Background: an optimization exercise with open tools, aiming at small area, a short achievable clock period and few clock cycles per item. Do not read the settings as production practice.
RTL that was checked went through simulation tests only; none was proved equivalent to the original.

==> flow/design.v <==
module absdiff (
	input  wire [30:0] x,
	input  wire [30:0] y,
	output wire [30:0] d,
	output wire        xgty,
	output wire        xeqy
);
localparam N = 31;
localparam L = 5;
wire [N-1:0] p0 = ~(x ^ y);
wire [N-1:0] g0 = x & ~y;
reg [N-1:0] G;
reg [N-1:0] P;
reg [N-1:0] c;
integer l, i;
always @* begin
	G = g0;
	P = p0;
	for (l = 0; l < L; l = l + 1)
		for (i = 0; i < N; i = i + 1)
			if ((i >> l) & 1) begin
				G[i] = G[i] | (P[i] & G[((i >> l) << l) - 1]);
				P[i] = P[i] & P[((i >> l) << l) - 1];
			end
	c[0] = G[N-1];
	for (i = 1; i < N; i = i + 1)
		c[i] = G[i-1] | (P[i-1] & G[N-1]);
end
wire gall = G[N-1];
assign d    = p0 ^ c ^ {N{~gall}};
assign xgty = gall;
assign xeqy = P[N-1];
endmodule
module top(
		input wire [31:0] opa,
		input wire [31:0] opb,
		input wire start,
		input wire rst,
		input wire clk,
		output reg done,
		output reg [31:0] result
);
reg        busy;
reg        zf;      
reg        zbp;     
reg        gy;      
reg  [4:0] k;
reg [31:0] a;
reg [31:0] b;
wire        xgty;
wire        xeqy;
wire [30:0] dh;
wire [30:0] xh = a[31:1] & {31{b[0]}};
wire [30:0] yh = b[31:1] & {31{gy}};
absdiff u_absdiff(.x(xh), .y(yh), .d(dh), .xgty(xgty), .xeqy(xeqy));
wire eqt = xeqy & a[0] & b[0];
wire b1  = (b == 32'd1);    
wire fin = zf | eqt | b1;
wire kz  = (k == 5'd0);
always @* begin
	done   = busy & fin & kz;
	result = b;
end
wire accept = start & (~busy | done);
wire [2:0] tz = xh[2:0] ^ yh[2:0];
reg  [30:0] ds;
always @* begin
	if (tz[0])      ds = dh;
	else if (tz[1]) ds = {1'b0, dh[30:1]};
	else if (tz[2]) ds = {2'b0, dh[30:2]};
	else            ds = {3'b0, dh[30:3]};
end
wire opaz = (opa == 32'd0);
wire opbz = (opb == 32'd0);
reg  [4:0] kin;
wire [31:0] oab = opa | opb;
integer i;
always @* begin
	kin = 5'd0;
	for (i = 31; i >= 0; i = i - 1)
		if (oab[i]) kin = i[4:0];
	if (opaz || opbz) kin = 5'd0;
end
always @(posedge clk or negedge rst) begin
	if (~rst) begin
		busy <= 1'b0;
	end else begin
		busy <= start | (busy & ~done);
	end
end
wire zfn = accept ? opaz : (fin | zbp);
wire an0 = accept ? opa[0] : ((|tz) | dh[3]);
wire bn0 = accept ? opb[0] : (~fin & (xgty ? b[0] : a[0]));
always @(posedge clk) begin
	zf  <= zfn;
	gy  <= (an0 | ~bn0) & ~zfn;
	zbp <= accept & opbz;
	if (accept) begin
		a <= opa;
		b <= opb;
		k <= kin;
	end else begin
		a <= {1'b0, ds};
		if (fin) begin
			b <= {b[30:0], 1'b0};
			k <= k - 5'd1;
		end else if (~xgty)
			b <= a;
	end
end
endmodule
export LEC_CHECK = 0
export CAP_MARGIN = 20
export CORE_MARGIN = 2
export CORE_UTILIZATION = 30
export SETUP_SLACK_MARGIN = 2.7
export SLEW_MARGIN = 20
create_clock -name core_clock -period 7.0 [get_ports {clk}]
standard.sh (not shown) runs the stock make flow with config.mk's settings and CLKGATE_MAP_FILE= SYNTH_SCRIPT=/design/flow/synth_recipe.tcl, a recipe that flattens the netlist after the stock synthesis.
==> flow/flow/run.sh <==
#!/bin/bash
# Standard layout, with plain buf_1 cells as the port buffers.
set -euo pipefail
export BUFFER_PORTS_ARGS="-buffer_cell sky130_fd_sc_hd__buf_1"
bash standard.sh > standard.log 2>&1
Testbench counts at the start, summed over its fixed seeds: cycles 51,745, items 2,400.
Next try:
CORE_UTILIZATION = 40   (was 30)
Outcome:
- The new run finished clean
- core utilization rises by 12 points
- count of clock-buffer cells in the layout does not change
- area after synthesis does not change
- via count rises by 1.2%
- sequential share of layout area falls by 0.20 points
- register-to-register slack gains 0.05 ns
Next try:
CORE_UTILIZATION = 30   (was 40)
PLACE_DENSITY = 0.7   (was unset)
After rerunning:
- cell area came out higher by 4.7%
- worst hold slack is worse by 0.013 ns
- setup slack degrades by 0.0089 ns
- clock-buffer cell count is lower by 2
- fmax barely changes
- via count came out higher by 3.2%
- core utilization came out lower by 10 points
- final cell count rose by 6.8%
Next try:
PLACE_DENSITY = unset   (was 0.7)
SETUP_SLACK_MARGIN = 2.5   (was 2.7)
Setup slack gets worse by 0.14 ns.
Sequential share of layout area went up by 1.1 points.
Global-route usage went up by 0.34 points.
Via count went down by 2.4%.
Area after synthesis does not change.
Final cell count went down by 2.1%.
Wire length went down by 1.1%.
Clock skew barely changes.
Utilization went down by 1.7 points.
Design area went down by 4.4%.
Next try:
CORE_UTILIZATION = 40   (was 30)
Non-clock buffer count goes up by 3; register-to-register slack gets better by 0.09 ns; fmax went down slightly; setup slack got worse by 0.035 ns; via count fell slightly; final cell count went down by a few percent.

## sierra
// top: RTL as listed in full above, without the edits since
Settings: LEC_CHECK=0, CAP_MARGIN=20, CORE_MARGIN=2, CORE_UTILIZATION=35, SETUP_SLACK_MARGIN=2.7, SLEW_MARGIN=20; clock period 7.0 ns.
Scripts as last shown in full above: flow/flow/run.sh
Testbench counts of sierra, summed over its fixed seeds: cycles 51,745, items 2,400.
--- input diff sierra..cedar ---
- a change of CORE_UTILIZATION from 35 to 30
- a change of SETUP_SLACK_MARGIN from 2.7 to 2.6
==> comparison <==
- Going from sierra to cedar, shortest clock period the worst path allows after layout +16 ps, detailed route wirelength on metal3 -290 um, cell area after layout ~0 delta.
- | endpoint arrival time on the critical path | cedar vs sierra | 20 ps higher |
- Delay contributed by the slowest stage of the critical path: sierra vs cedar — no meaningful difference
- Post-placement setup slack: cedar better than sierra
The following lists how ember was set up differently from cedar:
- CORE_UTILIZATION now 25, was 30
- SETUP_SLACK_MARGIN now 2.7, was 2.6
==> run notes <==
Comparing cedar and ember, per-cell via count in the routed design is lower on ember.
A critical-path cell with the highest stage delay of sky130_fd_sc_hd__edfxtp_1 is what ember shows, while sky130_fd_sc_hd__nor4_4 belongs to cedar.
Cmp cedar and ember / routed wire length / lower: cedar
Summary: worst slew margin relative to its limit, ember worse than cedar
## Diff of input files: xenon against ember
- changing CORE_UTILIZATION from 25 to 30
- changing SETUP_SLACK_MARGIN from 2.7 to 2.9
==> comparison <==
xenon against ember: overall routed net length saw an increase.
Total routed wire length on the met1 layer delta (xenon -> ember): insignificant
Input-level comparison between pepper and xenon:
- SETUP_SLACK_MARGIN: 2.9 -> 2.8
==> run notes <==
- pepper has completed all stages; timing, DRC and antenna checks passed.
- Aggregate routed wire length (higher): pepper
- Any difference in sequential cell count between pepper and xenon is small enough to ignore.
- pepper has less setup slack than xenon.

top, a different RTL version from the one above (not shown whole).
Size: roughly 870 cells after synthesis, ~73 flip-flops, about 100 I/O pins, about 6900 um2 of cells after synthesis.
==> flow/design.v (excerpt) <==
module top(
		input wire [31:0] opa,
		input wire [31:0] opb,
		input wire start,
		input wire rst,
		input wire clk,
		output reg done,
		output reg [31:0] result
);
reg        busy;
reg        zf;      
reg        zbp;     
reg        gy;      
reg  [4:0] k;
reg [31:0] a;
reg [31:0] b;
wire        xgty;
wire        xeqy;
wire [30:0] dh;
wire [30:0] xh = a[31:1] & {31{b[0]}};
wire [30:0] yh = b[31:1] & {31{gy}};
absdiff u_absdiff(.x(xh), .y(yh), .d(dh), .xgty(xgty), .xeqy(xeqy));
wire eqt = xeqy & a[0] & b[0];
wire fin = zf | eqt;
wire kz  = (k == 5'd0);
always @* begin
	done   = busy & fin & kz;
	result = b;
end
wire accept = start & (~busy | done);
wire [2:0] tz = xh[2:0] ^ yh[2:0];
reg  [30:0] ds;
always @* begin
	if (tz[0])      ds = dh;
	else if (tz[1]) ds = {1'b0, dh[30:1]};
	else if (tz[2]) ds = {2'b0, dh[30:2]};
	else            ds = {3'b0, dh[30:3]};
end
wire opaz = (opa == 32'd0);
wire opbz = (opb == 32'd0);
reg  [4:0] kin;
wire [31:0] oab = opa | opb;
integer i;
always @* begin
	kin = 5'd0;
	for (i = 31; i >= 0; i = i - 1)
		if (oab[i]) kin = i[4:0];
	if (opaz || opbz) kin = 5'd0;
end
always @(posedge clk or negedge rst) begin
	if (~rst) begin
		busy <= 1'b0;
	end else begin
		busy <= start | (busy & ~done);
	end
end
wire zfn = accept ? opaz : (fin | zbp);
wire an0 = accept ? opa[0] : ((|tz) | dh[3]);
wire bn0 = accept ? opb[0] : (~fin & (xgty ? b[0] : a[0]));
always @(posedge clk) begin
	zf  <= zfn;
	gy  <= (an0 | ~bn0) & ~zfn;
	zbp <= accept & opbz;
	if (accept) begin
		a <= opa;
		b <= opb;
		k <= kin;
	end else begin
		a <= {1'b0, ds};
		if (fin) begin
			b <= {b[30:0], 1'b0};
			k <= k - 5'd1;
  ...
Settings: LEC_CHECK=0, CAP_MARGIN=20, CORE_MARGIN=2, CORE_UTILIZATION=30, SETUP_SLACK_MARGIN=2.5, SLEW_MARGIN=20; clock period 7.0 ns.
Scripts as last shown in full above: flow/flow/run.sh
The first run completed without violations.
Edit:
--- a/flow/config.mk
+++ b/flow/config.mk
@@ -9,3 +9,3 @@
 export CORE_MARGIN = 2
-export CORE_UTILIZATION = 30
+export CORE_UTILIZATION = 40
 export SETUP_SLACK_MARGIN = 2.5
- The changed run went through all stages and came out clean
- maximum frequency increases by 2.3%
- design area goes down by 5.7%
- wire length fell by about 6%
- clock skew stays flat
- global-route usage came out higher by 6.2 points
No run of this note included a check of the RTL's function; only the layout flow was run.

==> afterwards: timing with drivers on the ports <==
The flow's constraints put no driver on any port. The routed layouts listed below were extracted and timed again, unchanged, in two steps. Step 1 sets driving cells, clkbuf_16 on the clock port and buf_2 on the other inputs (assumed; they add their load-dependent delay and slew). Step 2 also shifts input and output timing later by t, the mid clock arrival at the registers, as if the neighbouring blocks saw the same clock. Three values: ideal, step 1, step 2; two values: the first two.
run	t, ns	slack for setup (ns)	worst setup path at the end	latest minus earliest clock arrival (ns)
the first run of note 1	0.394	2.776 / 2.736 / 2.817	register to register	0.012 / 0.012
the second run of note 1	0.392	2.753 / 2.705 / 2.866	register to register	0.008 / 0.008
the third run of note 1	0.381	2.744 / 2.702 / 2.769	register to register	0.011 / 0.011
the fourth run of note 1	0.394	2.601 / 2.560 / 2.609	register to register	0.014 / 0.014
the fifth run of note 1	0.392	2.566 / 2.520 / 2.699	register to register	0.008 / 0.009
sierra	0.392	2.731 / 2.689 / 2.799	register to register	0.005 / 0.006
cedar	0.387	2.715 / 2.673 / 2.724	register to register	0.012 / 0.012
ember	0.393	2.713 / 2.671 / 2.754	register to register	0.010 / 0.010
xenon	0.415	2.837 / 2.788 / 2.951	register to register	0.010 / 0.009
pepper	0.394	2.752 / 2.706 / 2.865	register to register	0.006 / 0.006
the first run of note 3	0.366	2.579 / 2.543 / 2.673	register to register	0.010 / 0.009
the second run of note 3	0.368	2.677 / 2.637 / 2.708	register to register	0.007 / 0.007
After both steps every run listed still meets setup and hold.
